From an optimization exercise on the open Yosys and OpenROAD flow, aimed at small area; shortcuts taken in it are not production practice. In this exercise RTL edits were held to simulation tests only and were not proved equivalent to the original. Power figures rest on the tool's default switching activity, not on a simulated workload.

== old ==
// core
module core(
            i_clk,
            i_rst,
            i_data,
            i_valid,
            o_data,
            o_valid
            );
clock: 25.0 ns
lec_check: 0
abc_area: 1
cap_margin: 20
core_margin: 2
core_utilization: 40
slew_margin: 20
synth_hierarchical: 1
synth_minimum_keep_size: 0
standard.sh (not shown) runs the stock make flow with config.mk's settings and CLKGATE_MAP_FILE= SYNTH_SCRIPT=/design/flow/synth_recipe.tcl, a recipe that flattens the netlist after the stock synthesis.
==> flow/flow/run.sh <==
#!/bin/bash
# Own layout flow: the standard synthesis, its glue logic mapped again by
# ABC (flow/untie.py, flow/remap.ys), then the standard layout with a
# clock tree built without dummy loads.  Each tool's output goes to a log
# file in the work folder.
set -euo pipefail
W=$PWD
R=$W/orfs/results/${FLOW_PLATFORM:-sky130hd}/core/base
LIB=$FLOW_HOME/platforms/sky130hd/lib/sky130_fd_sc_hd__tt_025C_1v80.lib
YOSYS=$FLOW_HOME/../tools/install/yosys/bin/yosys
[[ -x $YOSYS ]] || YOSYS=yosys

bash standard.sh synth > log_1_synth.txt 2>&1

cp "$R/1_2_yosys.v" std_synth.v
python3 flow/untie.py std_synth.v std_untied.v 2> log_2_untie.txt
sed -e "s#@LIB@#$LIB#g" -e "s#@FLOW@#$W/flow#g" flow/remap.ys > remap.ys
"$YOSYS" -s remap.ys > log_2_remap.txt 2>&1
cp remapped.v "$R/1_2_yosys.v"
rm -f "$R/1_synth.odb" "$R/1_synth.sdc"

bash standard.sh \
  "CTS_ARGS=-sink_clustering_enable -repair_clock_nets -dont_use_dummy_load -sink_clustering_size 30 -sink_clustering_max_diameter 70" \
  finish > log_3_layout.txt 2>&1
Other scripts of this flow, unchanged in this note and not shown: flow/flow/abc.constr, flow/flow/abc.script, flow/flow/remap.ys, flow/flow/untie.py
For new, these inputs were changed with respect to old:
--- a/flow/design.v
+++ b/flow/design.v
@@ -21,17 +21,16 @@
 input      [15:0] i_data;
 output     [ 7:0] o_data;
 parameter  idle      = 0;
 parameter  kernel_in = 1;
 parameter  image_in  = 2;
 parameter  mul_plse  = 3;
 parameter  linear    = 4;
 localparam signed [21:0] MIN = 22'h200000;
-reg         [7:0] data_o_w, data_o_r;
 reg         o_valid_w, o_valid_r;
 reg         [  3:0] channel_count, next_channel_count;
 reg         [  1:0] x_axis       , next_x_axis;
 reg         [  1:0] y_axis       , next_y_axis;
 reg         [  5:0] next_x_image;
 reg         [  4:0] x_half;                        
 wire        [  5:0] x_image = {x_half, 1'b0};
 reg         [  5:0] next_y_image;
@@ -2844,23 +2843,23 @@
 wire [21:0] cmp_x = {~nsel[21], nsel[20:0]};
 wire [22:0] cmp_c;
 assign cmp_c[0] = 1'b1;
 genvar gi;
 generate for (gi = 0; gi < 22; gi = gi + 1) begin : g_cmp
     assign cmp_c[gi+1] = (cmp_y[gi] & cmp_x[gi]) | (cmp_y[gi] & cmp_c[gi]) | (cmp_x[gi] & cmp_c[gi]);
 end endgenerate
 wire conv_gt = ~cmp_c[22];
-assign o_data  = data_o_r;
+assign o_data  = (layer == 1)  ? {4'b0, max_before} :
+                 (layer == 30) ? {1'b0, max_out[9:3]} : max_out[14:7];
 assign o_valid = o_valid_r;
 always @(*)
 begin
     next_max        = max_out;
     o_valid_w       = 0;
-    data_o_w        = 0;
     next_max_new    = max_new;
     next_max_before = max_before;
     case (state)
         idle:
             next_max = MIN;
         image_in:
         begin
             if (i_valid)
@@ -2875,32 +2874,29 @@
             end
         end
         mul_plse:
         begin
             if (conv_gt && !conv_out[21]) next_max = conv_out;
             if ((x_axis == 1) && (y_axis == 1))
             begin
                 o_valid_w = 1;
-                if (layer == 30) data_o_w = {1'b0, next_max[9:3]};
-                else             data_o_w = next_max[14:7];
             end
         end
         linear:
         begin
             next_max_new = max_new + 1;
             if (conv_gt)
             begin
                 next_max_before = max_new;
                 next_max        = conv_out;
             end
             if (linear_count == 10 || linear_count == 20 || linear_count == 30)
             begin
                 o_valid_w = 1;
-                data_o_w  = next_max_before;
             end
         end
         default: ;
     endcase
 end
 always@ (*)
 begin
     next_x_axis        = x_axis;
@@ -3098,17 +3094,16 @@
     begin
         o_valid_r     <= o_valid_w;
         state         <= next_state;
         layer         <= next_layer;
     end
 end
 always@(posedge i_clk)
 begin
-    data_o_r      <= data_o_w;
     x_axis        <= next_x_axis;
     y_axis        <= next_y_axis;
     x_half        <= next_x_image[5:1];
     y_half        <= next_y_image[5:1];
     channel_count <= next_channel_count;
     max_out       <= next_max;
     linear_count  <= next_linear_count;
     outcha_count  <= next_outcha_count;
Results
As of new, sum of net half-perimeters after detailed placement had fallen by a few percent compared to old. Summary of the comparison: cell area is lower in new, relative to old. Compared to old, the router laid down less metal wire for new. Between new and old, it is new whose TritonCTS buffer count is higher, by about 2%. Delta (new minus old): utilization shows an increase of 0.29 points, final layout net count held. On net switching fraction of the power, new and old are basically level. First-pass GRT wire length (new / old): 0.944. Between new and old, the signed area change from the synthesized netlist to the final layout is higher for new.

## static timing again, ports no longer ideal
In the flow no input, the clock included, has a driving cell. The finished layouts below were timed again as built, in two steps.
Step 1 assumes that a clkbuf_16 drives the clock port and a buf_2 every other input.
Step 2 moves the port delays by t, midway between the first and last clock arrival at a register: inputs arrive t later, outputs are due t later. That takes back most of the time a late clock gives input paths.
Slacks: no drivers / after step 1 / after step 2; pairs: no drivers / after step 1.
run	t (ns)	setup WS [ns]	worst hold slack (ns)	slew at the worst register clock pin (ns)
old	0.684	8.488 / 8.540 / 7.855	0.381 / 0.381 / 0.381	0.11 / 0.11
new	0.696	7.833 / 7.854 / 7.158	0.351 / 0.351 / 0.351	0.11 / 0.11
After both steps setup and hold are still met in every run listed. For new, which loses most, drivers alone change the setup slack by +0.021 ns; drivers and shift together by -0.675 ns.
